What follows belongs to an exercise in optimizing a design on an open flow for small area; a production flow would make more cautious choices. In this exercise RTL edits were held to simulation tests only and were not proved equivalent to the original. No activity file was given, so power comes from the tool's default toggle rates.

`flow/config.mk`:
```
export PLATFORM = sky130hd
export DESIGN_NAME = Calculator
export DESIGN_NICKNAME = Calculator
export VERILOG_FILES = /design/flow/design.v
export SDC_FILE = /design/flow/constraint.sdc
export NUM_CORES = 4
export LEC_CHECK = 0
export CAP_MARGIN = 20
export CORE_MARGIN = 2
export CORE_UTILIZATION = 25
export CTS_BUF_LIST = sky130_fd_sc_hd__clkbuf_4
export PLACE_DENSITY = 0.8
export SLEW_MARGIN = 20
```
`flow/design.v`:
```
module Calculator (
    input clk,
    input rst,
    input [1:0] InpNum,
    input InpSign,
    input [1:0] OP,
    output [6:0] InpSeg,
    output [6:0] ResSegUnits,
    output [6:0] ResSegTens,
    output [6:0] ResSegHundreds,
    output [6:0] SignSeg,
    output [6:0] ResSignSeg,
    output reg ZeroFlag,
    output SignFlag,
    output reg zeroResult
);
    reg [2:0] c;
    reg [1:0] pop;
    reg [3:0] U, T;
    reg S;
    wire [3:0] nU, nT;
    wire nS, nZF, nZR, hold;
    wire [2:0] nc;
    calc_comb cc (
        .U(U), .T(T), .S(S), .pop(pop), .c(c), .ni(InpNum), .s(InpSign),
        .nU(nU), .nT(nT), .nS(nS), .nZF(nZF), .nZR(nZR), .nc(nc), .hold(hold), .rst(rst),
        .segU(ResSegUnits), .segT(ResSegTens), .segH(ResSegHundreds), .segI(InpSeg));
    always @(posedge clk) begin
        c <= nc;
        pop <= OP;
        U <= nU;
        T <= nT;
        S <= nS;
        if (!hold) begin
            ZeroFlag <= nZF;
            zeroResult <= nZR;
        end
    end
    assign SignSeg = {InpSign, 6'b111111};
    assign ResSignSeg = {S, 6'b111111};
    assign SignFlag = S;
endmodule
module calc_comb (
    input [3:0] U,
    input [3:0] T,
    input [1:0] pop,
    input [2:0] c,
    input [1:0] ni,
    output [3:0] nU,
    output [3:0] nT,
    output [2:0] nc,
    output [6:0] segU,
    output [6:0] segT,
    output [6:0] segH,
    output [6:0] segI,
    input S,
    input s,
    input rst,
    output nS,
    output nZF,
    output nZR,
    output hold
);
  wire _000_;
  wire _001_;
  wire _002_;
  wire _003_;
  wire _004_;
  wire _005_;
  wire _006_;
  wire _007_;
  wire _008_;
  wire _009_;
  wire _010_;
  wire _011_;
  wire _012_;
  wire _013_;
  wire _014_;
  wire _015_;
  wire _016_;
  wire _017_;
  wire _018_;
  wire _019_;
  wire _020_;
  wire _021_;
  wire _022_;
  wire _023_;
  wire _024_;
  wire _025_;
  wire _026_;
  wire _027_;
  wire _028_;
  wire _029_;
  wire _030_;
  wire _031_;
  wire _032_;
  wire _033_;
  wire _034_;
  wire _035_;
  wire _036_;
  wire _037_;
  wire _038_;
  wire _039_;
  wire _040_;
  wire _041_;
  wire _042_;
  wire _043_;
  wire _044_;
  wire _045_;
  wire _046_;
  wire _047_;
  wire _048_;
  wire _049_;
  wire _050_;
  wire _051_;
  wire _052_;
  wire _053_;
  wire _054_;
  wire _055_;
  wire _056_;
  wire _057_;
  wire _058_;
  wire _059_;
  wire _060_;
  wire _061_;
  wire _062_;
  wire _063_;
  wire _064_;
  wire _065_;
  wire _066_;
  wire _067_;
  wire _068_;
  wire _069_;
  wire _070_;
  wire _071_;
  wire _072_;
  wire _073_;
  wire _074_;
  wire _075_;
  wire _076_;
  wire _077_;
  wire _078_;
  wire _079_;
  wire _080_;
  wire _081_;
  wire _082_;
  wire _083_;
  wire _084_;
  wire _085_;
  wire _086_;
  wire _087_;
  wire _088_;
  wire _089_;
  wire _090_;
  wire _091_;
  wire _092_;
  wire _093_;
  wire _094_;
  wire _095_;
  wire _096_;
  wire _097_;
  wire _098_;
  wire _099_;
  wire _100_;
  wire _101_;
  wire _102_;
  wire _103_;
  wire _104_;
  wire _105_;
  wire _106_;
  wire _107_;
  wire _108_;
  wire _109_;
  wire _110_;
  wire _111_;
  wire _112_;
  wire _113_;
  wire _114_;
  wire _115_;
  wire _116_;
  wire _117_;
  wire _118_;
  wire _119_;
  wire _120_;
  wire _121_;
  wire _122_;
  wire _123_;
  wire _124_;
  wire _125_;
  wire _126_;
  wire _127_;
  wire _128_;
  wire _129_;
  wire _130_;
  wire _131_;
  wire _132_;
  wire _133_;
  wire _134_;
  wire _135_;
  wire _136_;
  wire _137_;
  wire _138_;
  wire _139_;
  wire _140_;
  wire _141_;
  wire _142_;
  wire _143_;
  wire _144_;
  wire _145_;
  wire _146_;
  wire _147_;
  wire _148_;
  wire _149_;
  wire _150_;
  wire _151_;
  wire _152_;
  wire _153_;
  wire _154_;
  wire _155_;
  wire _156_;
  wire _157_;
  wire _158_;
  wire _159_;
  wire _160_;
  wire _161_;
  wire _162_;
  wire _163_;
  wire _164_;
  wire _165_;
  wire _166_;
  wire _167_;
  wire _168_;
  wire _169_;
  wire _170_;
  wire _171_;
  wire _172_;
  wire _173_;
  wire _174_;
  wire _175_;
  wire _176_;
  wire _177_;
  wire _178_;
  wire _179_;
  wire _180_;
  wire _181_;
  wire _182_;
  wire _183_;
  wire _184_;
  wire _185_;
  wire _186_;
  wire _187_;
  wire _188_;
  wire _189_;
  wire _190_;
  wire _191_;
  wire _192_;
  wire _193_;
  wire _194_;
  wire _195_;
  wire _196_;
  wire _197_;
  wire _198_;
  wire _199_;
  wire _200_;
  wire _201_;
  wire _202_;
  wire _203_;
  wire _204_;
  wire _205_;
  wire _206_;
  wire _207_;
  wire _208_;
  wire _209_;
  wire _210_;
  wire _211_;
  wire _212_;
  wire _213_;
  wire _214_;
  wire _215_;
  wire _216_;
  wire _217_;
  wire _218_;
  wire _219_;
  wire _220_;
  wire _221_;
  wire _222_;
  wire _223_;
  wire _224_;
  wire _225_;
  wire _226_;
  wire _227_;
  wire _228_;
  wire _229_;
  wire _230_;
  wire _231_;
  wire _232_;
  wire _233_;
  wire _234_;
  wire _235_;
  wire _236_;
  wire _237_;
  wire _238_;
  wire _239_;
  wire _240_;
  wire _241_;
  wire _242_;
  wire _243_;
  wire _244_;
  wire _245_;
  wire _246_;
  wire _247_;
  wire _248_;
  wire _249_;
  wire _250_;
  wire _251_;
  wire _252_;
  wire _253_;
  wire _254_;
  wire _255_;
  wire _256_;
  wire _257_;
  wire _258_;
  wire _259_;
  wire _260_;
  wire _261_;
  wire _262_;
  wire _263_;
  wire _264_;
  wire _265_;
  wire _266_;
  wire _267_;
  wire _268_;
  wire _269_;
  wire _270_;
  wire _271_;
  wire _272_;
  wire _273_;
  wire _274_;
  wire _275_;
  wire _276_;
  wire _277_;
  wire _278_;
  wire _279_;
  wire _280_;
  wire _281_;
  wire _282_;
  wire _283_;
  wire _284_;
  wire _285_;
  wire _286_;
  wire _287_;
  wire _288_;
  wire _289_;
  wire _290_;
  wire _291_;
  wire _292_;
  wire _293_;
  wire _294_;
  wire _295_;
  wire _296_;
  wire _297_;
  wire _298_;
  wire _299_;
  wire _300_;
  wire _301_;
  wire _302_;
  wire _303_;
  wire _304_;
  wire _305_;
  wire _306_;
  wire _307_;
  wire _308_;
  wire _309_;
  wire _310_;
  wire _311_;
  wire _312_;
  wire _313_;
  wire _314_;
  wire _315_;
  wire _316_;
  wire _317_;
  wire _318_;
  wire _319_;
  wire _320_;
  wire _321_;
  wire _322_;
  wire _323_;
  wire _324_;
  wire _325_;
  wire _326_;
  wire _327_;
  wire _328_;
  wire _329_;
  wire _330_;
  wire _331_;
  wire _332_;
  wire _333_;
  wire _334_;
  wire _335_;
  wire _336_;
  wire _337_;
  wire new_n100;
  wire new_n101;
  wire new_n102;
  wire new_n103;
  wire new_n104;
  wire new_n105;
  wire new_n106;
  wire new_n107;
  wire new_n108;
  wire new_n109;
  wire new_n110;
  wire new_n111;
  wire new_n112;
  wire new_n113;
  wire new_n114;
  wire new_n115;
  wire new_n116;
  wire new_n117;
  wire new_n118;
  wire new_n119;
  wire new_n120;
  wire new_n121;
  wire new_n123;
  wire new_n124;
  wire new_n125;
  wire new_n126;
  wire new_n127;
  wire new_n128;
  wire new_n129;
  wire new_n130;
  wire new_n131;
  wire new_n132;
  wire new_n133;
  wire new_n134;
  wire new_n135;
  wire new_n136;
  wire new_n137;
  wire new_n138;
  wire new_n139;
  wire new_n140;
  wire new_n141;
  wire new_n142;
  wire new_n143;
  wire new_n144;
  wire new_n145;
  wire new_n146;
  wire new_n147;
  wire new_n148;
  wire new_n149;
  wire new_n150;
  wire new_n151;
  wire new_n152;
  wire new_n153;
  wire new_n154;
  wire new_n155;
  wire new_n156;
  wire new_n157;
  wire new_n158;
  wire new_n159;
  wire new_n160;
  wire new_n161;
  wire new_n162;
  wire new_n163;
  wire new_n164;
  wire new_n165;
  wire new_n166;
  wire new_n167;
  wire new_n168;
  wire new_n169;
  wire new_n170;
  wire new_n172;
  wire new_n173;
  wire new_n174;
  wire new_n175;
  wire new_n176;
  wire new_n177;
  wire new_n178;
  wire new_n179;
  wire new_n180;
  wire new_n181;
  wire new_n182;
  wire new_n183;
  wire new_n184;
  wire new_n185;
  wire new_n186;
  wire new_n187;
  wire new_n188;
  wire new_n189;
  wire new_n190;
  wire new_n191;
  wire new_n192;
  wire new_n193;
  wire new_n194;
  wire new_n195;
  wire new_n196;
  wire new_n197;
  wire new_n199;
  wire new_n200;
  wire new_n201;
  wire new_n202;
  wire new_n203;
  wire new_n204;
  wire new_n205;
  wire new_n206;
  wire new_n207;
  wire new_n208;
  wire new_n209;
  wire new_n210;
  wire new_n211;
  wire new_n212;
  wire new_n213;
  wire new_n214;
  wire new_n215;
  wire new_n216;
  wire new_n217;
  wire new_n218;
  wire new_n219;
  wire new_n220;
  wire new_n221;
  wire new_n222;
  wire new_n223;
  wire new_n225;
  wire new_n226;
  wire new_n227;
  wire new_n228;
  wire new_n229;
  wire new_n230;
  wire new_n231;
  wire new_n232;
  wire new_n233;
  wire new_n234;
  wire new_n235;
  wire new_n236;
  wire new_n237;
  wire new_n238;
  wire new_n239;
  wire new_n240;
  wire new_n241;
  wire new_n242;
  wire new_n243;
  wire new_n245;
  wire new_n246;
  wire new_n247;
  wire new_n248;
  wire new_n249;
  wire new_n250;
  wire new_n251;
  wire new_n252;
  wire new_n253;
  wire new_n254;
  wire new_n255;
  wire new_n256;
  wire new_n257;
  wire new_n258;
  wire new_n259;
  wire new_n260;
  wire new_n261;
  wire new_n262;
  wire new_n263;
  wire new_n264;
  wire new_n265;
  wire new_n266;
  wire new_n267;
  wire new_n269;
  wire new_n270;
  wire new_n271;
  wire new_n272;
  wire new_n273;
  wire new_n274;
  wire new_n275;
  wire new_n276;
  wire new_n277;
  wire new_n278;
  wire new_n279;
  wire new_n280;
  wire new_n281;
  wire new_n282;
  wire new_n283;
  wire new_n284;
  wire new_n285;
  wire new_n286;
  wire new_n287;
  wire new_n288;
  wire new_n289;
  wire new_n290;
  wire new_n291;
  wire new_n292;
  wire new_n294;
  wire new_n295;
  wire new_n296;
  wire new_n297;
  wire new_n298;
  wire new_n299;
  wire new_n300;
  wire new_n301;
  wire new_n302;
  wire new_n303;
  wire new_n304;
  wire new_n305;
  wire new_n306;
  wire new_n307;
  wire new_n308;
  wire new_n309;
  wire new_n311;
  wire new_n312;
  wire new_n313;
  wire new_n314;
  wire new_n315;
  wire new_n316;
  wire new_n317;
  wire new_n318;
  wire new_n319;
  wire new_n320;
  wire new_n321;
  wire new_n322;
  wire new_n324;
  wire new_n325;
  wire new_n327;
  wire new_n328;
  wire new_n329;
  wire new_n330;
  wire new_n331;
  wire new_n332;
  wire new_n333;
  wire new_n334;
  wire new_n335;
  wire new_n337;
  wire new_n341;
  wire new_n343;
  wire new_n350;
  wire new_n351;
  wire new_n352;
  wire new_n357;
  wire new_n360;
  wire new_n361;
  wire new_n63;
  wire new_n65;
  wire new_n66;
  wire new_n67;
  wire new_n68;
  wire new_n69;
  wire new_n70;
  wire new_n71;
  wire new_n72;
  wire new_n73;
  wire new_n74;
  wire new_n75;
  wire new_n76;
  wire new_n77;
  wire new_n78;
  wire new_n79;
  wire new_n80;
  wire new_n81;
  wire new_n82;
  wire new_n83;
  wire new_n84;
  wire new_n85;
  wire new_n86;
  wire new_n87;
  wire new_n88;
  wire new_n89;
  wire new_n90;
  wire new_n91;
  wire new_n93;
  wire new_n94;
  wire new_n95;
  wire new_n96;
  wire new_n97;
  wire new_n98;
  wire new_n99;
  assign new_n101 = U[0]  & ni[0] ;
  assign new_n102 = _000_ & _001_;
  assign new_n103 = new_n101 & _002_;
  assign new_n104 = U[1]  & ni[0] ;
  assign new_n105 = _003_ & _004_;
  assign new_n106 = _005_ & _006_;
  assign new_n107 = _007_ & ni[0] ;
  assign new_n108 = new_n106 & _008_;
  assign new_n109 = _009_ & new_n108;
  assign new_n110 = _010_ & _011_;
  assign new_n111 = _012_ & _013_;
  assign new_n112 = U[2]  & ni[0] ;
  assign new_n113 = _014_ & _015_;
  assign new_n114 = new_n112 & _016_;
  assign new_n115 = ni[0]  & _017_;
  assign new_n116 = _018_ & _019_;
  assign new_n117 = _020_ & _021_;
  assign new_n118 = new_n100 & _022_;
  assign new_n119 = new_n68 & _023_;
  assign new_n120 = _024_ & new_n119;
  assign new_n121 = _025_ & new_n120;
  assign nU[0]  = _026_ & _027_;
  assign new_n123 = new_n85 & new_n86;
  assign new_n124 = new_n86 & _028_;
  assign new_n125 = _029_ & _030_;
  assign new_n126 = _031_ & _032_;
  assign new_n127 = U[1]  & _033_;
  assign new_n128 = U[2]  & new_n105;
  assign new_n129 = _034_ & new_n106;
  assign new_n130 = _035_ & _036_;
  assign new_n131 = _037_ & new_n130;
  assign new_n132 = _038_ & _039_;
  assign new_n133 = _040_ & _041_;
  assign new_n134 = U[3]  & _042_;
  assign new_n135 = _043_ & new_n134;
  assign new_n136 = new_n69 & new_n86;
  assign new_n137 = pop[0]  & _044_;
  assign new_n138 = _045_ & new_n137;
  assign new_n139 = _046_ & U[2] ;
  assign new_n140 = new_n106 & new_n139;
  assign new_n141 = _047_ & _048_;
  assign new_n142 = new_n107 & new_n141;
  assign new_n143 = _049_ & _050_;
  assign new_n144 = new_n138 & new_n143;
  assign new_n145 = new_n65 & _051_;
  assign new_n146 = _052_ & new_n145;
  assign new_n147 = _053_ & _054_;
  assign new_n148 = ni[1]  & _055_;
  assign new_n149 = _056_ & _057_;
  assign new_n150 = S & s;
  assign new_n151 = _058_ & _059_;
  assign new_n152 = pop[0]  & _060_;
  assign new_n153 = _061_ & new_n151;
  assign new_n154 = _062_ & _063_;
  assign new_n155 = new_n71 & _064_;
  assign new_n156 = new_n101 & new_n154;
  assign new_n157 = _065_ & _066_;
  assign new_n158 = ni[1]  & _067_;
  assign new_n159 = _068_ & new_n157;
  assign new_n160 = new_n75 & _069_;
  assign new_n161 = _070_ & new_n160;
  assign new_n162 = _071_ & new_n161;
  assign new_n163 = U[1]  & _072_;
  assign new_n164 = _073_ & _074_;
  assign new_n165 = new_n154 & new_n160;
  assign new_n166 = _075_ & new_n165;
  assign new_n167 = _076_ & _077_;
  assign new_n168 = U[3]  & _078_;
  assign new_n169 = new_n164 & _079_;
  assign new_n170 = new_n154 & _080_;
  assign new_n172 = new_n65 & _081_;
  assign new_n173 = _082_ & _083_;
  assign new_n174 = _084_ & new_n173;
  assign new_n175 = U[2]  & new_n166;
  assign new_n176 = _085_ & _086_;
  assign new_n177 = new_n174 & _087_;
  assign new_n178 = new_n170 & new_n177;
  assign new_n179 = _088_ & _089_;
  assign new_n180 = ni[1]  & _090_;
  assign new_n181 = U[1]  & _091_;
  assign new_n182 = new_n75 & segI[5] ;
  assign new_n183 = _092_ & new_n182;
  assign new_n184 = _093_ & new_n183;
  assign new_n185 = _094_ & new_n184;
  assign new_n186 = new_n86 & new_n185;
  assign new_n187 = new_n81 & new_n97;
  assign new_n188 = new_n86 & new_n187;
  assign new_n189 = new_n173 & _095_;
  assign new_n190 = new_n186 & new_n189;
  assign new_n191 = _096_ & _097_;
  assign new_n192 = _098_ & new_n186;
  assign new_n193 = new_n191 & _099_;
  assign new_n194 = _100_ & _101_;
  assign new_n195 = new_n164 & new_n193;
  assign new_n196 = new_n174 & _102_;
  assign new_n197 = _103_ & new_n196;
  assign new_n199 = new_n164 & _104_;
  assign new_n200 = _105_ & new_n185;
  assign new_n201 = U[3]  & new_n200;
  assign new_n202 = _106_ & _107_;
  assign new_n203 = _108_ & _109_;
  assign new_n204 = new_n173 & _110_;
  assign new_n205 = _111_ & new_n204;
  assign new_n206 = _112_ & new_n205;
  assign new_n207 = new_n199 & _113_;
  assign new_n208 = _114_ & _115_;
  assign new_n209 = _116_ & new_n208;
  assign new_n210 = pop[0]  & new_n67;
  assign new_n211 = U[0]  & _117_;
  assign new_n212 = _118_ & _119_;
  assign new_n213 = _120_ & new_n212;
  assign new_n214 = new_n210 & _121_;
  assign new_n215 = _122_ & _123_;
  assign new_n216 = _124_ & new_n105;
  assign new_n217 = _125_ & _126_;
  assign new_n218 = _127_ & new_n217;
  assign new_n219 = new_n100 & new_n218;
  assign new_n220 = _128_ & _129_;
  assign new_n221 = new_n68 & _130_;
  assign new_n222 = _131_ & new_n221;
  assign new_n223 = _132_ & _133_;
  assign nU[2]  = _134_ & new_n223;
  assign new_n225 = new_n177 & _135_;
  assign new_n226 = _136_ & new_n225;
  assign new_n227 = U[3]  & _137_;
  assign new_n228 = new_n175 & new_n227;
  assign new_n229 = _138_ & _139_;
  assign new_n230 = _140_ & _141_;
  assign new_n231 = U[0]  & _142_;
  assign new_n232 = _143_ & _144_;
  assign new_n233 = _145_ & _146_;
  assign new_n234 = _147_ & new_n233;
  assign new_n235 = new_n210 & new_n234;
  assign new_n236 = _148_ & U[2] ;
  assign new_n237 = T[0]  & _149_;
  assign new_n238 = _150_ & new_n237;
  assign new_n239 = _151_ & _152_;
  assign new_n240 = _153_ & _154_;
  assign new_n241 = new_n68 & new_n240;
  assign new_n242 = _155_ & _156_;
  assign new_n243 = _157_ & new_n242;
  assign new_n245 = _159_ & new_n216;
  assign new_n246 = _160_ & _161_;
  assign new_n247 = _162_ & _163_;
  assign new_n248 = T[0]  & _164_;
  assign new_n249 = _165_ & _166_;
  assign new_n250 = U[2]  & new_n90;
  assign new_n251 = _167_ & _168_;
  assign new_n252 = T[0]  & _169_;
  assign new_n253 = new_n112 & new_n252;
  assign new_n254 = new_n251 & new_n253;
  assign new_n255 = _170_ & ni[0] ;
  assign new_n256 = _171_ & new_n255;
  assign new_n257 = _172_ & _173_;
  assign new_n258 = new_n210 & new_n257;
  assign new_n259 = _174_ & new_n258;
  assign new_n260 = T[0]  & new_n174;
  assign new_n261 = T[1]  & _175_;
  assign new_n262 = _176_ & _177_;
  assign new_n263 = new_n68 & _178_;
  assign new_n264 = _179_ & _180_;
  assign new_n265 = _181_ & new_n264;
  assign new_n266 = new_n191 & _182_;
  assign new_n267 = _183_ & new_n265;
  assign new_n269 = T[1]  & new_n173;
  assign new_n270 = _184_ & _185_;
  assign new_n271 = T[3]  & _186_;
  assign new_n272 = _187_ & _188_;
  assign new_n273 = _189_ & new_n272;
  assign new_n274 = new_n210 & new_n273;
  assign new_n275 = _190_ & new_n256;
  assign new_n276 = new_n107 & new_n252;
  assign new_n277 = _191_ & _192_;
  assign new_n278 = T[1]  & _193_;
  assign new_n279 = _194_ & _195_;
  assign new_n280 = new_n251 & _196_;
  assign new_n281 = _197_ & _198_;
  assign new_n282 = new_n274 & new_n281;
  assign new_n283 = _199_ & _200_;
  assign new_n284 = _201_ & ni[0] ;
  assign new_n285 = _202_ & _203_;
  assign new_n286 = new_n68 & _204_;
  assign new_n287 = T[0]  & _205_;
  assign new_n288 = _206_ & _207_;
  assign new_n289 = _208_ & _209_;
  assign new_n290 = _210_ & _211_;
  assign new_n291 = new_n283 & _212_;
  assign new_n292 = _213_ & new_n290;
  assign nT[1]  = _214_ & _215_;
  assign new_n294 = _216_ & T[1] ;
  assign new_n295 = _217_ & _218_;
  assign new_n296 = new_n289 & new_n295;
  assign new_n297 = T[2]  & new_n296;
  assign new_n298 = _219_ & _220_;
  assign new_n299 = new_n174 & _221_;
  assign new_n300 = _222_ & new_n299;
  assign new_n301 = _223_ & _224_;
  assign new_n302 = _225_ & new_n301;
  assign new_n303 = _226_ & _227_;
  assign new_n304 = _228_ & _229_;
  assign new_n305 = T[1]  & new_n304;
  assign new_n306 = _230_ & _231_;
  assign new_n307 = _232_ & _233_;
  assign new_n308 = new_n67 & _234_;
  assign new_n309 = _235_ & new_n308;
  assign new_n311 = T[1]  & _236_;
  assign new_n312 = _237_ & _238_;
  assign new_n313 = new_n210 & _239_;
  assign new_n314 = _240_ & T[2] ;
  assign new_n315 = T[1]  & _241_;
  assign new_n316 = _242_ & _243_;
  assign new_n317 = new_n296 & new_n316;
  assign new_n318 = _244_ & new_n317;
  assign new_n319 = T[3]  & _245_;
  assign new_n320 = _246_ & _247_;
  assign new_n321 = _248_ & new_n173;
  assign new_n322 = _249_ & new_n321;
  assign new_n324 = _250_ & new_n63;
  assign new_n325 = new_n184 & new_n188;
  assign nZR = _251_ & new_n188;
  assign new_n327 = new_n151 & _252_;
  assign new_n328 = new_n65 & _253_;
  assign new_n329 = S & _254_;
  assign new_n330 = _255_ & _256_;
  assign new_n331 = new_n186 & _257_;
  assign new_n332 = new_n325 & _258_;
  assign new_n333 = _259_ & _260_;
  assign new_n334 = new_n173 & _261_;
  assign new_n335 = _262_ & new_n334;
  assign nS = _263_ & _264_;
  assign new_n337 = _265_ & pop[1] ;
  assign nZF = _266_ & new_n337;
  assign nc[0]  = _267_ & _268_;
  assign nc[1]  = c[0]  & _269_;
  assign new_n341 = _270_ & _271_;
  assign nc[2]  = _272_ & _273_;
  assign new_n343 = U[2]  & _274_;
  assign segU[0]  = new_n251 & segU[3] ;
  assign segU[1]  = U[2]  & new_n141;
  assign segU[2]  = _275_ & new_n89;
  assign new_n350 = _276_ & new_n314;
  assign new_n351 = T[0]  & _277_;
  assign new_n352 = new_n316 & new_n351;
  assign segT[0]  = _278_ & segT[3] ;
  assign segT[1]  = T[2]  & _279_;
  assign segT[2]  = _280_ & new_n315;
  assign new_n357 = _281_ & _282_;
  assign new_n360 = _284_ & _285_;
  assign new_n361 = _286_ & _287_;
  assign segT[6]  = _288_ & new_n361;
  assign segH[0]  = T[1]  & T[3] ;
  assign segH[2]  = T[3]  & new_n314;
  assign segH[5]  = T[3]  & _289_;
  assign segI[0]  = ni[0]  & _290_;
  assign segI[2]  = _291_ & ni[1] ;
  assign new_n63 = _292_ & _293_;
  assign hold = _294_ & c[2] ;
  assign new_n65 = pop[1]  & _295_;
  assign new_n66 = ni[1]  & new_n65;
  assign new_n67 = _296_ & new_n66;
  assign new_n68 = _297_ & new_n67;
  assign new_n69 = U[0]  & _298_;
  assign new_n70 = _299_ & new_n69;
  assign new_n71 = _300_ & ni[0] ;
  assign new_n72 = _301_ & new_n71;
  assign new_n73 = _302_ & _303_;
  assign new_n74 = _304_ & _305_;
  assign new_n75 = _306_ & _307_;
  assign new_n76 = U[0]  & _308_;
  assign new_n77 = _309_ & _310_;
  assign new_n78 = ni[0]  & _311_;
  assign new_n79 = _312_ & _313_;
  assign new_n80 = _314_ & new_n79;
  assign new_n81 = _315_ & _316_;
  assign new_n82 = _317_ & new_n81;
  assign new_n83 = T[0]  & _318_;
  assign new_n84 = ni[0]  & _319_;
  assign new_n85 = _320_ & new_n84;
  assign new_n86 = _321_ & _322_;
  assign new_n87 = _323_ & new_n86;
  assign new_n88 = U[0]  & new_n87;
  assign new_n89 = U[1]  & _324_;
  assign new_n90 = U[0]  & U[1] ;
  assign new_n91 = _325_ & _326_;
  assign new_n93 = _328_ & _329_;
  assign new_n94 = new_n85 & _330_;
  assign new_n95 = T[2]  & ni[0] ;
  assign new_n96 = _331_ & _332_;
  assign new_n97 = _333_ & _334_;
  assign new_n98 = T[0]  & ni[0] ;
  assign new_n99 = _335_ & new_n98;
  assign new_n100 = _336_ & _337_;
  assign _000_ = ~ U[3] ;
  assign _001_ = ~ new_n89;
  assign _002_ = ~ new_n102;
  assign _003_ = ~ U[1] ;
  assign _004_ = ~ ni[0] ;
  assign _005_ = ~ new_n104;
  assign _006_ = ~ new_n105;
  assign _007_ = ~ U[2] ;
  assign _008_ = ~ new_n107;
  assign _009_ = ~ new_n85;
  assign _010_ = ~ new_n103;
  assign _011_ = ~ new_n109;
  assign _012_ = ~ new_n100;
  assign _013_ = ~ new_n110;
  assign _014_ = ~ U[0] ;
  assign _015_ = ~ U[1] ;
  assign _016_ = ~ new_n113;
  assign _017_ = ~ new_n86;
  assign _018_ = ~ U[1] ;
  assign _019_ = ~ new_n115;
  assign _020_ = ~ new_n114;
  assign _021_ = ~ new_n116;
  assign _022_ = ~ new_n117;
  assign _023_ = ~ new_n118;
  assign _024_ = ~ new_n111;
  assign _025_ = ~ new_n94;
  assign _026_ = ~ new_n80;
  assign _027_ = ~ new_n121;
  assign _028_ = ~ new_n100;
  assign _029_ = ~ new_n85;
  assign _030_ = ~ new_n124;
  assign _031_ = ~ new_n123;
  assign _032_ = ~ new_n125;
  assign _033_ = ~ new_n100;
  assign _034_ = ~ U[2] ;
  assign _035_ = ~ new_n128;
  assign _036_ = ~ new_n129;
  assign _037_ = ~ new_n127;
  assign _038_ = ~ new_n126;
  assign _039_ = ~ new_n131;
  assign _040_ = ~ pop[0] ;
  assign _041_ = ~ new_n132;
  assign _042_ = ~ ni[0] ;
  assign _043_ = ~ U[0] ;
  assign _044_ = ~ new_n136;
  assign _045_ = ~ new_n135;
  assign _046_ = ~ U[0] ;
  assign _047_ = ~ new_n90;
  assign _048_ = ~ new_n113;
  assign _049_ = ~ new_n140;
  assign _050_ = ~ new_n142;
  assign _051_ = ~ new_n144;
  assign _052_ = ~ new_n133;
  assign _053_ = ~ new_n63;
  assign _054_ = ~ new_n146;
  assign _055_ = ~ new_n147;
  assign _056_ = ~ S;
  assign _057_ = ~ s;
  assign _058_ = ~ new_n149;
  assign _059_ = ~ new_n150;
  assign _060_ = ~ new_n151;
  assign _061_ = ~ pop[0] ;
  assign _062_ = ~ new_n152;
  assign _063_ = ~ new_n153;
  assign _064_ = ~ new_n154;
  assign _065_ = ~ new_n155;
  assign _066_ = ~ new_n156;
  assign _067_ = ~ new_n157;
  assign _068_ = ~ ni[1] ;
  assign _069_ = ~ new_n159;
  assign _070_ = ~ new_n158;
  assign _071_ = ~ U[1] ;
  assign _072_ = ~ new_n161;
  assign _073_ = ~ new_n162;
  assign _074_ = ~ new_n163;
  assign _075_ = ~ new_n162;
  assign _076_ = ~ U[2] ;
  assign _077_ = ~ new_n166;
  assign _078_ = ~ new_n167;
  assign _079_ = ~ new_n168;
  assign _080_ = ~ new_n169;
  assign _081_ = ~ segI[5] ;
  assign _082_ = ~ new_n63;
  assign _083_ = ~ new_n172;
  assign _084_ = ~ new_n66;
  assign _085_ = ~ U[3] ;
  assign _086_ = ~ new_n175;
  assign _087_ = ~ new_n176;
  assign _088_ = ~ new_n71;
  assign _089_ = ~ new_n162;
  assign _090_ = ~ new_n69;
  assign _091_ = ~ new_n180;
  assign _092_ = ~ new_n181;
  assign _093_ = ~ new_n154;
  assign _094_ = ~ new_n179;
  assign _095_ = ~ new_n188;
  assign _096_ = ~ new_n178;
  assign _097_ = ~ new_n190;
  assign _098_ = ~ new_n79;
  assign _099_ = ~ new_n192;
  assign _100_ = ~ new_n164;
  assign _101_ = ~ new_n193;
  assign _102_ = ~ new_n195;
  assign _103_ = ~ new_n194;
  assign _104_ = ~ new_n191;
  assign _105_ = ~ U[2] ;
  assign _106_ = ~ new_n167;
  assign _107_ = ~ new_n185;
  assign _108_ = ~ new_n201;
  assign _109_ = ~ new_n202;
  assign _110_ = ~ new_n175;
  assign _111_ = ~ new_n203;
  assign _112_ = ~ new_n199;
  assign _113_ = ~ new_n205;
  assign _114_ = ~ new_n67;
  assign _115_ = ~ new_n207;
  assign _116_ = ~ new_n206;
  assign _117_ = ~ new_n106;
  assign _118_ = ~ new_n87;
  assign _119_ = ~ new_n139;
  assign _120_ = ~ new_n211;
  assign _121_ = ~ new_n213;
  assign _122_ = ~ new_n100;
  assign _123_ = ~ new_n134;
  assign _124_ = ~ U[3] ;
  assign _125_ = ~ new_n89;
  assign _126_ = ~ new_n115;
  assign _127_ = ~ new_n216;
  assign _128_ = ~ new_n215;
  assign _129_ = ~ new_n219;
  assign _130_ = ~ new_n123;
  assign _131_ = ~ new_n220;
  assign _132_ = ~ new_n214;
  assign _133_ = ~ new_n222;
  assign _134_ = ~ new_n209;
  assign _135_ = ~ new_n200;
  assign _136_ = ~ new_n170;
  assign _137_ = ~ new_n63;
  assign _138_ = ~ new_n190;
  assign _139_ = ~ new_n228;
  assign _140_ = ~ new_n164;
  assign _141_ = ~ new_n229;
  assign _142_ = ~ U[2] ;
  assign _143_ = ~ new_n139;
  assign _144_ = ~ new_n231;
  assign _145_ = ~ new_n106;
  assign _146_ = ~ new_n136;
  assign _147_ = ~ new_n232;
  assign _148_ = ~ U[1] ;
  assign _149_ = ~ ni[0] ;
  assign _150_ = ~ new_n236;
  assign _151_ = ~ new_n85;
  assign _152_ = ~ new_n238;
  assign _153_ = ~ new_n86;
  assign _154_ = ~ new_n239;
  assign _155_ = ~ new_n235;
  assign _156_ = ~ new_n241;
  assign _157_ = ~ new_n230;
  assign _158_ = ~ new_n243;
  assign _159_ = ~ U[0] ;
  assign _160_ = ~ new_n86;
  assign _161_ = ~ new_n245;
  assign _162_ = ~ T[2] ;
  assign _163_ = ~ ni[0] ;
  assign _164_ = ~ new_n247;
  assign _165_ = ~ new_n246;
  assign _166_ = ~ new_n248;
  assign _167_ = ~ U[3] ;
  assign _168_ = ~ new_n250;
  assign _169_ = ~ T[1] ;
  assign _170_ = ~ T[0] ;
  assign _171_ = ~ new_n251;
  assign _172_ = ~ new_n254;
  assign _173_ = ~ new_n256;
  assign _174_ = ~ new_n249;
  assign _175_ = ~ new_n255;
  assign _176_ = ~ new_n95;
  assign _177_ = ~ new_n261;
  assign _178_ = ~ new_n262;
  assign _179_ = ~ new_n260;
  assign _180_ = ~ new_n263;
  assign _181_ = ~ new_n259;
  assign _182_ = ~ new_n265;
  assign _183_ = ~ new_n191;
  assign _184_ = ~ new_n67;
  assign _185_ = ~ new_n269;
  assign _186_ = ~ ni[0] ;
  assign _187_ = ~ new_n95;
  assign _188_ = ~ new_n237;
  assign _189_ = ~ new_n271;
  assign _190_ = ~ T[1] ;
  assign _191_ = ~ new_n112;
  assign _192_ = ~ new_n255;
  assign _193_ = ~ new_n277;
  assign _194_ = ~ new_n276;
  assign _195_ = ~ new_n278;
  assign _196_ = ~ new_n279;
  assign _197_ = ~ new_n275;
  assign _198_ = ~ new_n280;
  assign _199_ = ~ new_n270;
  assign _200_ = ~ new_n282;
  assign _201_ = ~ T[3] ;
  assign _202_ = ~ new_n247;
  assign _203_ = ~ new_n284;
  assign _204_ = ~ new_n285;
  assign _205_ = ~ new_n178;
  assign _206_ = ~ T[0] ;
  assign _207_ = ~ new_n190;
  assign _208_ = ~ new_n287;
  assign _209_ = ~ new_n288;
  assign _210_ = ~ new_n286;
  assign _211_ = ~ new_n289;
  assign _212_ = ~ new_n290;
  assign _213_ = ~ new_n283;
  assign _214_ = ~ new_n291;
  assign _215_ = ~ new_n292;
  assign _216_ = ~ T[0] ;
  assign _217_ = ~ new_n252;
  assign _218_ = ~ new_n294;
  assign _219_ = ~ T[2] ;
  assign _220_ = ~ new_n296;
  assign _221_ = ~ new_n298;
  assign _222_ = ~ new_n297;
  assign _223_ = ~ T[2] ;
  assign _224_ = ~ T[3] ;
  assign _225_ = ~ new_n115;
  assign _226_ = ~ new_n81;
  assign _227_ = ~ new_n302;
  assign _228_ = ~ new_n98;
  assign _229_ = ~ new_n256;
  assign _230_ = ~ new_n303;
  assign _231_ = ~ new_n305;
  assign _232_ = ~ pop[0] ;
  assign _233_ = ~ new_n271;
  assign _234_ = ~ new_n307;
  assign _235_ = ~ new_n306;
  assign _236_ = ~ new_n304;
  assign _237_ = ~ T[2] ;
  assign _238_ = ~ new_n311;
  assign _239_ = ~ new_n312;
  assign _240_ = ~ T[1] ;
  assign _241_ = ~ T[2] ;
  assign _242_ = ~ new_n314;
  assign _243_ = ~ new_n315;
  assign _244_ = ~ T[3] ;
  assign _245_ = ~ new_n317;
  assign _246_ = ~ new_n318;
  assign _247_ = ~ new_n319;
  assign _248_ = ~ new_n68;
  assign _249_ = ~ new_n320;
  assign _250_ = ~ s;
  assign _251_ = ~ segU[5] ;
  assign _252_ = ~ nZR;
  assign _253_ = ~ new_n327;
  assign _254_ = ~ new_n65;
  assign _255_ = ~ new_n328;
  assign _256_ = ~ new_n329;
  assign _257_ = ~ new_n330;
  assign _258_ = ~ new_n331;
  assign _259_ = ~ new_n325;
  assign _260_ = ~ new_n330;
  assign _261_ = ~ new_n333;
  assign _262_ = ~ new_n332;
  assign _263_ = ~ new_n324;
  assign _264_ = ~ new_n335;
  assign _265_ = ~ pop[0] ;
  assign _266_ = ~ segI[5] ;
  assign _267_ = ~ c[2] ;
  assign _268_ = ~ rst;
  assign _269_ = ~ rst;
  assign _270_ = ~ c[1] ;
  assign _271_ = ~ c[2] ;
  assign _272_ = ~ rst;
  assign _273_ = ~ new_n341;
  assign _274_ = ~ new_n141;
  assign _275_ = ~ U[0] ;
  assign _276_ = ~ T[0] ;
  assign _277_ = ~ T[3] ;
  assign _278_ = ~ T[1] ;
  assign _279_ = ~ new_n295;
  assign _280_ = ~ T[0] ;
  assign _281_ = ~ new_n83;
  assign _282_ = ~ new_n314;
  assign _283_ = ~ new_n357;
  assign _284_ = ~ T[1] ;
  assign _285_ = ~ new_n301;
  assign _286_ = ~ new_n294;
  assign _287_ = ~ new_n315;
  assign _288_ = ~ new_n360;
  assign _289_ = ~ new_n97;
  assign _290_ = ~ ni[1] ;
  assign _291_ = ~ ni[0] ;
  assign segH[6]  = ~ segH[2] ;
  assign segI[6]  = ~ ni[1] ;
  assign _292_ = ~ c[0] ;
  assign _293_ = ~ c[2] ;
  assign _294_ = ~ c[1] ;
  assign _295_ = ~ hold;
  assign _296_ = ~ new_n63;
  assign _297_ = ~ pop[0] ;
  assign _298_ = ~ ni[0] ;
  assign _299_ = ~ new_n63;
  assign _300_ = ~ U[0] ;
  assign _301_ = ~ hold;
  assign _302_ = ~ new_n70;
  assign _303_ = ~ new_n72;
  assign _304_ = ~ new_n65;
  assign _305_ = ~ new_n73;
  assign _306_ = ~ pop[1] ;
  assign _307_ = ~ hold;
  assign _308_ = ~ new_n75;
  assign _309_ = ~ new_n63;
  assign _310_ = ~ new_n76;
  assign _311_ = ~ new_n77;
  assign _312_ = ~ new_n74;
  assign _313_ = ~ new_n78;
  assign _314_ = ~ new_n68;
  assign _315_ = ~ T[0] ;
  assign _316_ = ~ T[3] ;
  assign _317_ = ~ T[1] ;
  assign _318_ = ~ T[2] ;
  assign _319_ = ~ new_n83;
  assign _320_ = ~ new_n82;
  assign _321_ = ~ U[2] ;
  assign _322_ = ~ U[3] ;
  assign _323_ = ~ U[1] ;
  assign _324_ = ~ U[2] ;
  assign _325_ = ~ new_n89;
  assign _326_ = ~ new_n90;
  assign _327_ = ~ new_n91;
  assign _328_ = ~ U[3] ;
  assign _329_ = ~ segU[5] ;
  assign _330_ = ~ new_n93;
  assign _331_ = ~ T[0] ;
  assign _332_ = ~ new_n95;
  assign _333_ = ~ T[1] ;
  assign _334_ = ~ T[2] ;
  assign _335_ = ~ new_n97;
  assign _336_ = ~ new_n96;
  assign _337_ = ~ new_n99;
  assign segI[5]  = ni[0]  | ni[1] ;
  assign nU[1]  = new_n148 | new_n197;
  assign nU[3]  = new_n226 | _158_;
  assign nT[0]  = new_n266 | new_n267;
  assign nT[2]  = new_n300 | new_n309;
  assign nT[3]  = new_n313 | new_n322;
  assign segU[3]  = new_n88 | new_n343;
  assign segU[4]  = U[0]  | new_n236;
  assign segU[6]  = new_n87 | new_n250;
  assign segT[3]  = new_n350 | new_n352;
  assign segT[4]  = new_n351 | _283_;
  assign segT[5]  = new_n315 | new_n352;
  assign segU[5]  = new_n88 | _327_;
  assign segI[4]  = ni[0] ;
  assign segI[3]  = segI[0] ;
  assign segI[1]  = 1'h0;
  assign segH[4]  = segH[0] ;
  assign segH[3]  = segH[0] ;
  assign segH[1]  = 1'h0;
endmodule
```
`flow/standard.sh`:
```
#!/bin/bash
# synth_recipe.tcl (not shown) runs the flow's synth.tcl, then flattens the netlist and writes it again
# the make line also repeats each setting of config.mk as NAME=value (left out here)
make -C /OpenROAD-flow-scripts/flow DESIGN_CONFIG=/design/flow/config.mk WORK_HOME=/design/flow/orfs CLKGATE_MAP_FILE= SYNTH_SCRIPT=/design/flow/synth_recipe.tcl "${@:-finish}"
```
`flow/constraint.sdc`:
```
create_clock -name core_clock -period 20.0 [get_ports {clk}]
set_input_delay 4.0000 -clock core_clock [delete_from_list [all_inputs] [get_ports {clk}]]
set_output_delay 4.0000 -clock core_clock [all_outputs]
set_load 0.01 [all_outputs]
```
`flow/flow/run.sh`:
```
#!/bin/bash
# Own layout flow: the standard synthesis, then an area-oriented re-mapping of the
# combinational logic (registers and tie cells kept as the standard synthesis made them),
# then the standard layout with the smallest buffer on each port, and one tie cell per
# constant value instead of one per constant output.
set -uo pipefail
W=$(pwd)
R=$W/orfs/results/$FLOW_PLATFORM/Calculator/base
LIB=$FLOW_HOME/platforms/$FLOW_PLATFORM/lib/sky130_fd_sc_hd__tt_025C_1v80.lib
bash standard.sh synth > $W/log_standard_synth.txt 2>&1 || exit 1
cp $R/1_2_yosys.v $W/std_1_2_yosys.v
# candidate ABC scripts for the re-mapping; the smallest result that completes is used
# (mfs3 sometimes stops on an internal assertion, so several seeds and a plain one are tried)
S1='dch -f\namap -F 5 -A 4\ntopo\nmfs3 -ae\ntopo'
S2='dch -f\namap -F 5 -A 4\ntopo\nmfs3 -a\ntopo'
S3='dch -f\namap -F 10 -A 10\ntopo\nmfs3 -a\ntopo'
S4='dch -f\namap -F 5 -A 4\ntopo'
S5='dch -f\nmap -a\ntopo\nmfs3 -a\ntopo'
S6='dch -f\nmap -a\ntopo'
# each mapping script with the default &deepsyn seed, and the first one with a few more seeds
N=0
for ks in 1:0 2:0 3:0 4:0 5:0 6:0 1:5 1:17 1:29 1:41 1:53 1:67; do
  N=$((N+1))
  k=${ks%%:*}; sd=${ks##*:}
  eval "m=\$S$k"
  printf 'strash\n&get -n\n&deepsyn -T 30 -S %d\n&put\n%b\n' $sd "$m" > $W/remap$N.abc
done
run_one() {
local i=$1
cat > $W/remap$i.ys <<EOY
read_liberty -ignore_miss_func $LIB
read_verilog $W/std_1_2_yosys.v
hierarchy -top $FLOW_TOP
blackbox sky130_fd_sc_hd__*df* sky130_fd_sc_hd__conb_1
flatten
hierarchy -top $FLOW_TOP
opt_clean
abc -liberty $LIB -script $W/remap$i.abc -dont_use sky130_fd_sc_hd__probe* -dont_use sky130_fd_sc_hd__lpflow*
opt_clean
tee -o $W/remap$i.stat stat -liberty $LIB
hilomap -singleton -hicell sky130_fd_sc_hd__conb_1 HI -locell sky130_fd_sc_hd__conb_1 LO
insbuf -buf sky130_fd_sc_hd__buf_1 A X
splitnets
opt_clean -purge
write_verilog -noattr -nohex -nodec $W/remap$i.v
EOY
yosys -s $W/remap$i.ys > $W/log_remap${i}_yosys.txt 2>&1
}
for i in $(seq 1 $N); do
  run_one $i &
  if [ $((i % 4)) = 0 ]; then wait; fi
done
wait
best=""; besta=""
for i in $(seq 1 $N); do
  if [ -s $W/remap$i.v ] && [ -s $W/remap$i.stat ] && ! grep -q "ERROR" $W/log_remap${i}_yosys.txt; then
    a=$(awk '/Chip area/{print $NF}' $W/remap$i.stat)
    echo "remap $i: area $a" >> $W/log_remap_choice.txt
    if [ -z "$best" ] || awk "BEGIN{exit !($a < $besta)}"; then best=$i; besta=$a; fi
  else
    echo "remap $i: failed" >> $W/log_remap_choice.txt
  fi
done
if [ -n "$best" ]; then
  echo "using remap $best" >> $W/log_remap_choice.txt
  cp $W/remap$best.v $R/1_2_yosys.v
  touch $R/1_2_yosys.v
fi
bash standard.sh 'BUFFER_PORTS_ARGS=-buffer_cell sky130_fd_sc_hd__buf_1' SKIP_REPAIR_TIE_FANOUT=1 finish > $W/log_standard_finish.txt 2>&1
```
==> run summary, run 1 <==
status=timing/DRC/antenna clean; Post-DRT Antenna Nets=0; worst min-delay path category=flip-flop to flip-flop; reg2reg start=S$_DFF_P_; Initial Utilization=26.0%; antenna violations before repair=0; 1st-pass router iterations=5; reg2reg setup slack=15330 ps; Via Count=1830; Detailed Route WL=4.54 mm; clock transition at the registers of the reported paths=100 ps; slowest CP cell=clkinv_1; RePlAce Congestion=0.912; Clock Sinks=16; Residual DRC=0; Avg WL per Cell=13.6 um; WP data arrival=5090 ps; Startpoint Class=input pin; RSZ-0062 raised after global routing=no; Worst Hold Path EP=c[2]$_DFF_P_; total congestion overflow=0; vias per cell=5.50; vias in the first global route=1646; hold bufs inserted after CTS=0; fillers=643; number of buffers created by CTS=3; Final Hold Vio Count=0; P_leak=0.547 nW; max cap viols=0; Crit Path Max Fanout=21; Post-Synthesis Cells=239; core area=5540 um^2; ratio of cells with drive above 1 in the final layout=1.53%; Worst Skew=0.845 ps; Die Height=80.0 um; Nets=269; clk latency of the worst-skew pair=280 ps; Setup TNS=0 ps; Cells on Worst Hold Path=2; Setup violations, final=0; WS Path Type=input pin to output pin; Warnings, synthesis=1; post-CTS setup buffer count=0; CTS root buf=clkbuf_4; Ant. Diodes=0; # IOs=52; GRT Total Usage=14.2%; f_max=0.110 GHz; DIE AREA=6390 um^2; worst reg2reg path endpoint=T[3]$_DFF_P_; final worst path period need=9090 ps; Tcrit/Tclk final=45.4%; most used cell, CP=buf_1; largest net degree at the start of global routing=22; clk buf depth=2; post-CTS sizing=0; Reg2Reg Depth=19; worst-margin pin slew=754 ps; Slew headroom=49.1%; Pwr Total=0.143 mW; H-tree Lvls=1; Peak VDD IR=0.0350 mV; synthesized area=1440 um^2; CTS tree=built; synthesized net count=246; Die Span X=80.0 um; row count=27; P&R area growth vs syn=13.0%; dpl hpwl=3.45 mm; Worst Path Required=16000 ps; Slew Viols, Final=0; I/O Buffers=37; initial drt markers=138; Avg Cell Area, Syn=6.04 um^2; Hold Crit Start=c[1]$_DFF_P_; first-pass GRT wire length=7.49 mm; Power Density=87.8 nW/um^2; crit-path cells=buf_1 > buf_4 > clkinv_1 > nor2_1 > buf_1; CP peak stage delay=310 ps; crit end category=output pin
critical path, delay by kind of cell:
kind          cells  cell delay, ps
buf+inv           4             800
simple gates      1             270
stage by stage:
step / cells / instance area (um^2) / worst slack (ps) / utilization, % / hold slack (ps)
final: 333 / 1630 / 10910 / 29.4 / 471
after global routing: 333 / 1630 / 10790 / 29.4 / 489
after CTS: 333 / 1630 / 10980 / 29.4 / 476
after detailed placement: 329 / 1600 / 10980 / 29.0 / 450
after global placement: 329 / 1600 / 11010 / 29.0 / 436
after floorplan: 239 / 1440 / 11400 / - / 426
routing by layer:
layer | track usage (%) | routed length, um
met5 | 0 | 0
met4 | 5.25 | 95
met3 | 1.81 | 490
met2 | 24.8 | 2180
met1 | 17.7 | 1770
placed cells by master, fill, tap and decap left out, drive strengths merged, types with 2 or more instances in the layout:
cell and n:
a21oi 11, o22ai 7, nor3 10, o21a 2
a31o 2, nor2b 4, o21ai 28, nand3 2
o221ai 5, a22oi 5, dfxtp 14, o31ai 2
o32a 2, nor2 48, nor4 3, a31oi 4
clkinv 29, clkbuf 3, buf 38, o221a 2
nand2 20, conb 2, edfxtp 2, nand2b 3
report_power, final:
group          switching, mW  internal (mW)
combinational         0.0547         0.0252
clock                 0.0107        0.00724
sequential           0.00753         0.0379
worst max path at each step:
stage | startpoint | endpoint | slack, ps | depth (start not counted)
5_1_grt | InpNum[0] | InpSeg[0] | 10790 | 5
3_5_place_dp | InpNum[0] | InpSeg[0] | 10980 | 5
3_3_place_gp | InpNum[0] | InpSeg[3] | 11010 | 5
2_1_floorplan | InpNum[0] | InpSeg[3] | 11400 | 3
4_1_cts | InpNum[0] | InpSeg[0] | 10980 | 5
6_report | InpNum[0] | InpSeg[0] | 10910 | 5
final cells by class:
cell class / instances / area, um^2 / share of cell area (%)
Inverter: 28 / 105 / 6.45
Clock inverter: 1 / 3.75 / 0.230
Tap cell: 72 / 90.1 / 5.53
Multi-Input combinational cell: 175 / 922 / 56.6
Timing Repair Buffer: 38 / 146 / 8.98
Sequential cell: 16 / 340 / 20.9
Clock buffer: 3 / 22.5 / 1.38
sequential cells by signal (all words and copies together), names as in the netlist:
name        flops
T               4
zeroResult      1
U               4
c               3
ZeroFlag        1
pop             2
S               1
==> inputs of run 2 (changes only) <==
--- a/flow/config.mk
+++ b/flow/config.mk
@@ -7,7 +7,7 @@
 export LEC_CHECK = 0
 export CAP_MARGIN = 20
 export CORE_MARGIN = 2
-export CORE_UTILIZATION = 25
+export CORE_UTILIZATION = 30
 export CTS_BUF_LIST = sky130_fd_sc_hd__clkbuf_4
-export PLACE_DENSITY = 0.8
+export PLACE_DENSITY = 0.75
 export SLEW_MARGIN = 20
==> run 2 against run 1 <==
Against the previous run: via count decreased by 1.4%; wire length fell by 6.9%; global-route usage increased by 1.8 points; die area fell by 16%; synthesized cell count up 1.3%; worst setup slack gained 220 ps; critical path depth down 1; clock power is 12% higher; count of clock-buffer cells in the layout up 1; critical endpoint unchanged.
==> run summary, run 2 <==
clk latency of the worst-skew pair=300 ps; I/O Buffers=37; Met2 Wirelength=1.89 mm; WP data arrival=4870 ps; Die Height=73.2 um; Post-DRT Antenna Nets=0; antenna violations before repair=0; Worst Skew=23.1 ps; final worst path period need=8870 ps; ratio of cells with drive above 1 in the final layout=1.89%; Startpoint Class=input pin; worst-margin pin slew=633 ps; CTS tree=built; Slew headroom=57.4%; synthesized area=1440 um^2; footprint of the multi-input gates=905 um^2; core area=4660 um^2; CTS root buf=clkbuf_4; row count=25; fillers=520; largest net degree at the start of global routing=18; most frequent cells in the layout=52 x nor2_1, 37 x buf_1, 31 x clkinv_1, 28 x o21ai_0, 19 x nand2_1; synthesized net count=249; final core occ=34.4%; clk buf depth=2; Post-Synthesis Cells=242; Avg WL per Cell=13.3 um; initial drt markers=163; vias in the first global route=1510; largest registers=T (4), U (4), c (3); M1 WL=1.97 mm; Warnings, synthesis=1; H-tree Lvls=1; Die Span X=73.2 um; # IOs=52; Final Hold Vio Count=0; P&R area growth vs syn=11.8%; max cap viols=0; WS Path Type=input pin to output pin; Detailed Route WL=4.22 mm; Slew Viols, Final=0; metal3 WL=320 um; Top Layer Used=met4; post-CTS setup buffer count=0; Nets=272; Clock Sinks=16; Setup TNS=0 ps; 1st-pass router iterations=5; Setup violations, final=0; Power Density=86.4 nW/um^2; hold bufs inserted after CTS=0; crit end category=output pin; post-CTS sizing=0; RSZ-0062 raised after global routing=no; Avg Cell Area, Syn=5.94 um^2; Residual DRC=0; leading cell type in the layout, fill and taps excluded=nor2_1; vias per cell=5.68; Peak VDD IR=0.0307 mV; P_leak=0.549 nW; DIE AREA=5360 um^2; Worst Path Required=16000 ps; RePlAce Congestion=0.925; Ant. Diodes=0; status=timing/DRC/antenna clean; Initial Utilization=30.8%; Via Count=1805; worst min-delay path category=flip-flop to flip-flop; Tcrit/Tclk final=44.3%; Crit Path Max Fanout=11; f_max=0.113 GHz; total congestion overflow=0; first-pass GRT wire length=6.91 mm; dpl hpwl=3.27 mm; number of buffers created by CTS=3; clock transition at the registers of the reported paths=80 ps; Reg area=340 um^2; GRT Total Usage=16.0%
## run 2: layout make-up
class	instances	share of cell area [%]
multi-input combinational	175	56.4
sequential	16	21.2
timing repair buffer	38	9.12
inverter	31	7.25
tap	54	4.21
clock buffer	4	1.87
## run 2: critical path: stages
cell and delay (ps):
buf_1 90, clkinv_1 290, nor2_1 300, buf_1 180
## run 2: path summary, 6_finish.rpt
| kind | start | to | slack, ps | cells past startpoint |
|---|---|---|---|---|
| max reg2reg | S$_DFF_P_ | T[3]$_DFF_P_ | 15400 | 21 |
| max | InpNum[0] | InpSeg[0] | 11130 | 4 |
| min | c[2]$_DFF_P_ | c[0]$_DFF_P_ | 470 | 1 |
| min reg2reg | c[2]$_DFF_P_ | c[0]$_DFF_P_ | 470 | 1 |
## run 2: per-stage QoR
step                cell area [um^2]  total power, mW  std cells  hold slack [ps]  setup WS, ps
floorplan                       1440           0.0975        242              426         11370
global placement                1580            0.117        314              444         11170
detailed placement              1580            0.118        314              454         11150
CTS                             1610            0.139        318              475         11150
global route                    1610            0.150        318              494         11060
finish                          1610            0.139        318              470         11130
## run 2: power breakdown
group	internal (mW)	total [mW]	switching [mW]
combinational	0.0236	0.0732	0.0496
clock	0.00911	0.0200	0.0109
sequential	0.0377	0.0455	0.00781
## run 2: per-layer routing
metal	track usage, %	up-vias
met5	0	-
met4	3.70	0
met3	3.59	11
met2	25.5	84
met1	21.9	821
li1	-	889

-- port drivers added, routing unchanged --
How much do the figures lean on ideal ports? The routed layouts below were timed once more, with nothing changed but the port constraints. Step 1 (the two cells are an assumption about what drives the block):
set clk [get_ports {clk}]
set_driving_cell -lib_cell sky130_fd_sc_hd__clkbuf_16 $clk
set_driving_cell -lib_cell sky130_fd_sc_hd__buf_2 [delete_from_list [all_inputs] $clk]
Step 2 adds t to the input delays and takes it off the output delays; t is the mean of the earliest and latest rising clock arrival at the registers after step 1. Input paths then give back, and output paths get back, about the clock's delay inside the block. a / b / c = no drivers / after step 1 / after step 2; a / b = the first two.
run | shift t [ns] | slack for setup (ns) | worst hold slack (ns) | slew at the worst register clock pin (ns) | pins driven straight from the clock port
run 1 | 0.307 | 10.914 / 10.890 / 10.890 | 0.471 / 0.471 / 0.471 | 0.10 / 0.10 | 1
run 2 | 0.309 | 11.135 / 11.113 / 11.113 | 0.470 / 0.470 / 0.470 | 0.11 / 0.11 | 1
After both steps every run listed still meets setup and hold. For run 1, which loses most, drivers alone change the setup slack by -0.024 ns; drivers and shift together by -0.024 ns.
